What follows belongs to an exercise in optimizing a design on an open flow for small area and a short achievable clock period; a production flow would make more cautious choices.
Function was not checked in any run shown here: the RTL went through the layout flow alone.
Power figures rest on the tool's default switching activity, not on a simulated workload.

## flow/design.v (module list and top-level ports; edited modules follow where they fit)
// module mac16: 1146 lines
// module mac16_fa: 4 lines
// module mac16_pp: 3 lines
// module mac16_ha: 4 lines
module mac16 (
    input             clk,
    input             rst_n,
    input      [15:0] a,
    input      [15:0] b,
    input      [31:0] acc,
    output reg [31:0] out
);
  // ...
==> flow/run.sh <==
#!/bin/bash
# synth_recipe.tcl (not shown) runs the flow's synth.tcl, then flattens the netlist and writes it again
# the make line also repeats each setting of config.mk as NAME=value (left out here)
make -C /OpenROAD-flow-scripts/flow DESIGN_CONFIG=/design/flow/config.mk WORK_HOME=/design/flow/orfs CLKGATE_MAP_FILE= SYNTH_SCRIPT=/design/flow/synth_recipe.tcl finish
==> flow/config.mk <==
export PLATFORM = sky130hd
export DESIGN_NAME = mac16
export DESIGN_NICKNAME = mac16
export VERILOG_FILES = /design/flow/design.v
export SDC_FILE = /design/flow/constraint.sdc
export NUM_CORES = 4
export LEC_CHECK = 0
export CAP_MARGIN = 20
export CORE_MARGIN = 2
export CORE_UTILIZATION = 40
export SLEW_MARGIN = 20
export SYNTH_HIERARCHICAL = 1
export SYNTH_MINIMUM_KEEP_SIZE = 0
==> flow/constraint.sdc <==
create_clock -name core_clock -period 15.0 [get_ports {clk}]
set_input_delay 3.0000 -clock core_clock [delete_from_list [all_inputs] [get_ports {clk}]]
set_output_delay 3.0000 -clock core_clock [all_outputs]
set_load 0.01 [all_outputs]
==> impl_metrics.csv, run 1 <==
group,metric,value,unit
power,swShare,40.4,%
critical_path,crit_path_end_kind,"primary output",
min_path,hold_path.class,"flop to flop",
final_layout,n_antenna_cell,0,
drt,ant_nets,0,
sta,tightest_slew,0.967,ns
power,pwr-share-clk,19.9,%
final_layout,fin_area,12800,um2
synth,synth_edf_count,0,
cts,postCtsSetupRepairBufs,0,
grt,met1_usage,27.4,%
final_layout,fin_cells,1392,
drt,finalWirelength,26.5,mm
min_path,whs_endpoint,"v2",
critical_path,regToRegEndpoint,"y_r[17]",
floorplanning,start_util,40.5,%
final_layout,largest_cell_class,"multi-input gates",
placement,io_buffers,97,
critical_path,cp_num_buf_inv,1,
cts,cts.reportedPaths.clkPinSlew,0.07,ns
cts,htreeDepth,4,
sta,setup_viol_count_final,0,
status,status,"timing/DRC/antenna clean",
sta,finClkSkew,0.0124,ns
final_layout,buf_share,7.59,%
synth,ys_ff_latch,151,
sta,finalHoldViolCount,0,
final_layout,seq_area,3190,um2
final_layout,multi_input_gates,731,
final_layout,seq_area_share,24.9,%
==> run 2, diff against run 1 <==
==> flow/flow/run.sh (new file) <==
#!/bin/bash
# Own layout flow: the standard ORFS flow (standard.sh), with one hook before
# the placement resizer step (flow/resize_hook.tcl) that picks the port buffer
# cells and the drive strength of the operand flip-flops.  Everything else,
# synthesis included, is the standard flow.
set -euo pipefail
here=$(pwd)
export PRE_RESIZE_TCL=$here/flow/resize_hook.tcl
bash standard.sh > $here/standard_flow.log 2>&1
==> flow/flow/resize_hook.tcl (new file) <==
# Port buffers: a small buffer on inputs, a faster one on outputs (out[*] drives
# the 10 fF load and sits on the output timing path).
set n_in 0
set n_out 0
foreach inst [get_cells *] {
  set name [get_property $inst name]
  set ref [get_property $inst ref_name]
  if {[regexp {^input[0-9]+$} $name] && [string match "*buf*" $ref]
      && [get_property [get_nets -of_objects [get_pins $name/A]] name] ne "rst_n"} {
    replace_cell $inst sky130_fd_sc_hd__buf_1
    incr n_in
  } elseif {[regexp {^output[0-9]+$} $name] && [string match "*buf*" $ref]} {
    replace_cell $inst sky130_fd_sc_hd__buf_2
    incr n_out
  } elseif {[regexp {^[ab]_r\[[0-9]+\]} $name] && $ref eq "sky130_fd_sc_hd__dfxtp_1"} {
    replace_cell $inst sky130_fd_sc_hd__dfxtp_4
  }
}
puts "resize_hook: $n_in input and $n_out output buffers replaced"
==> flow/standard.sh (new file) <==
#!/bin/bash
# synth_recipe.tcl (not shown) runs the flow's synth.tcl, then flattens the netlist and writes it again
# the make line also repeats each setting of config.mk as NAME=value (left out here)
make -C /OpenROAD-flow-scripts/flow DESIGN_CONFIG=/design/flow/config.mk WORK_HOME=/design/flow/orfs CLKGATE_MAP_FILE= SYNTH_SCRIPT=/design/flow/synth_recipe.tcl "${@:-finish}"
removed: flow/run.sh
==> run 2 against run 1 <==
Effect of this change: first-iteration DRC count rose by 1.1%; final area fell by 3.8%; via count down 1.7%; clock power shrank 6.6%; fmax rose by 9.4%; count of clock-buffer cells in the layout did not move; register-to-register slack improved by 0.42 ns; setup slack improved by 0.37 ns.
==> impl_metrics.csv, run 2 <==
group,metric,value,unit
drt,ant_nets,0,
synth,synth.avg_cell_area,11.7,um2
status,status,"timing/DRC/antenna clean",
grt,grt_antenna_before_repair,0,
placement,dp_hpwl,19.9,mm
synth,synth_edf_count,0,
critical_path,crit_path_end_kind,"primary output",
cts,cts.reportedPaths.clkPinSlew,0.07,ns
synth,synth_cells,930,
critical_path,startpoint_type,"flop",
synth,ys_seq_area_share,29.4,%
floorplanning,io_pins,98,
grt,grt_pass1_vias,7849,
synth,yosysMostFrequentCell,"nor2_1",
critical_path,crit_slowest_cell,"dfrtp_1",
cts,htreeDepth,4,
drt,wl_per_cell,19.1,um
drt,drt_iter0_markers,475,
sta,finalHoldViolCount,0,
final_layout,final_cell_mix,"279 x nor2_1, 233 x fa_1, 85 x dfxtp_1, 64 x buf_1, 60 x ha_1",
synth,ys.flop_type,"dfxtp_1",
sta,final.setup.tns,0,ns
floorplanning,die_h,169,um
cts,postCtsSetupRepairBufs,0,
placement,io_buffers,97,
placement,routabilityCongestion,0.930,
drt,firstDrtPassIters,5,
sta,slew_headroom,50.9,%
grt,grt_max_degree,35,
synth,synth_top_area_cell,"fa_1",
placement,pre_cts_ws,11.19,ns
sta,setup_ws,11.06,ns
critical_path,crit_chain,"buf_2",
drt,vias_per_cell,5.03,
floorplanning,die_w,169,um
critical_path,cp_num_buf_inv,1,
drt,drcViolationCount,0,
floorplanning,rows,60,
sta,grt_setup_unrepaired,"no",
synth,netlist_top_cells_area,"fa_1 43%, dfxtp_1 22%, nor2_1 9.6%",
grt,grt-ovfl-total,0,
cts,worstSkewPairLatency,0.44,ns
floorplanning,die_area,28500,um2
critical_path,path_max_fanout,1,
cts,cts.path.max_buffers,2,
critical_path,crit_arrival,0.94,ns
cts,cts_tree,"yes",
cts,cts_sinks,151,
cts,cts_buffers,17,
power,leakage,0.00561,uW
power,powerDensity,174,nW/um2
synth,ys_ff_latch,151,
synth,synth_top_area_share,43.0,%
cts,cts_hold_buf,0,
synth,synthesis.nets,1289,
cts,ctsResizeCount,0,
final_layout,area_growth,13.6,%
sta,min_period,3.94,ns
cts,cts_root_buf,"clkbuf_16",
final_layout,fin_nets,1397,
sta,finalCritPeriodShare,26.2,%
floorplanning,core_area,26800,um2
final_layout,fin_cells,1392,
critical_path,required,12.00,ns
grt,grt_pass1_wl,42.9,mm
drt,finalWirelength,26.6,mm
drt,vias,7000,
synth,yosysWarnings,7,
sta,hold-worst-slack,0.354,ns
critical_path,criticalPathCategory,"flop to primary output",
critical_path,crit_family,"flip-flops",
critical_path,cp_slowest_stage_delay,0.37,ns
synth,synthArstFlopShare,22.5,%
run,maxCapViolCount,0,
power,finalPower,2140,uW
power,ir_worst_vdd,62.5,uV
final_layout,drive_gt1_share,10.2,%
final_layout,final_common_cell,"nor2_1",
min_path,hold_path.class,"flop to flop",
synth,netlist-cell-type-count,46,
synth,ys_top_cells_by_count,"279 x nor2_1, 233 x fa_1, 117 x dfxtp_1, 60 x ha_1, 39 x inv_1",
sta,setup_viol_count_final,0,
synth,syn_area,10900,um2
placement,dp.cells,1360,
sta,fmax,0.254,GHz
floorplanning,start_util,40.5,%
final_layout,n_antenna_cell,0,
grt,gr-usage-all-layers,19.9,%
sta,tightest_slew,0.736,ns
sta,finClkSkew,0.0161,ns
sta,maxSlewViolCount,0,
final_layout,largestRegisters,"acc_r: 32 flops, out: 32 flops, x_r: 32 flops",
## run 2: worst paths after layout
check | cells after the start | from | endpoint | slack (ns)
max in group asynchronous | 1 | rst_n | out[25] | 11.90
worst min-delay path | 0 | v1 | v2 | 0.35
worst max-delay path | 1 | out[5] | out[5] | 11.06
worst max register to register | 8 | b_r[4] | y_r[17] | 11.13
min in group asynchronous | 1 | rst_n | out[2] | 2.62
worst min register to register | 0 | v1 | v2 | 0.35
## run 2: area by class of cell
cell class	count	area, um2
clock buffer	17	425
clock inverter	15	129
fill	2493	14500
inverter	39	146
multi-input combinational	731	7480
sequential	151	3310
tap	341	427
timing repair buffer	98	413
## run 2: Yosys stat by module, one instance, submodules excluded
module | cell area [um2] | copies in the design
mac16 | 4750 | 1
mac16_fa | 20.0 | 233
mac16_ha | 12.5 | 38
mac16_pp | 3.75 | 256
## run 2: worst reg2reg max path, cell delays in order (launching register included)
cell	delay [ns]
dfxtp_4	0.50
nor2_1	0.12
fa_1	0.45
fa_1	0.52
fa_1	0.54
fa_1	0.42
fa_1	0.51
fa_1	0.41
ha_1	0.27
## run 2: layer usage
metal	part of all wire [%]	routed length (um)	global-route usage, %
met5	0	0	0
met1	44	11700	27.1
met2	45	11900	30.5
met3	9.1	2410	6.38
met4	2.0	520	6.60
## run 2: where the power goes
part / switching, uW / leakage (uW) / internal [uW]
logic: 630 / 0.00391 / 507
clock network: 194 / 0.000270 / 218
registers: 64.1 / 0.00143 / 529
## run 2: cell families after synthesis
logic type | share of synthesized area (%)
AOI/OAI and AO/OA | 4.15
xor gates and xnor gates | 1.53
adders and majority gates | 49.9
buffers and inverters | 1.71
DFF | 29.4
muxes | 0.277
other | 0.0345
and+or+nand+nor | 13.0
## run 2: per-stage QoR
stage | cell area [um2] | utilization (%)
global route | 12300 | 46.0
CTS | 12300 | 46.0
finish | 12300 | 46.0
floorplan | 10900 | -
global placement | 12200 | 45.6
detailed placement | 11800 | 43.9

[re-timing with driven ports]
In the flow no input, the clock included, has a driving cell. The finished layouts below were timed again as built, in two steps. Step 1 (the two cells are an assumption about what drives the block):
set clk [get_ports {clk}]
set_driving_cell -lib_cell sky130_fd_sc_hd__clkbuf_16 $clk
set_driving_cell -lib_cell sky130_fd_sc_hd__buf_2 [delete_from_list [all_inputs] $clk]
Step 2 moves the port delays by t, midway between the first and last clock arrival at a register: inputs arrive t later, outputs are due t later. That takes back most of the time a late clock gives input paths. Slacks: ideal ports / drivers / drivers and shift; pairs: ideal ports / drivers.
| run | shift t [ns] | setup WS [ns] | clock arrival spread, ns | worst data-port slew with drivers (ns) | cell pins on the clock port's net |
|---|---|---|---|---|---|
| run 1 | 0.480 | 10.694 / 10.645 / 10.707 | 0.012 / 0.013 | 0.04 | 1 |
| run 2 | 0.474 | 11.064 / 11.017 / 11.135 | 0.016 / 0.016 | 0.04 | 1 |
After both steps setup and hold are still met in every run listed.
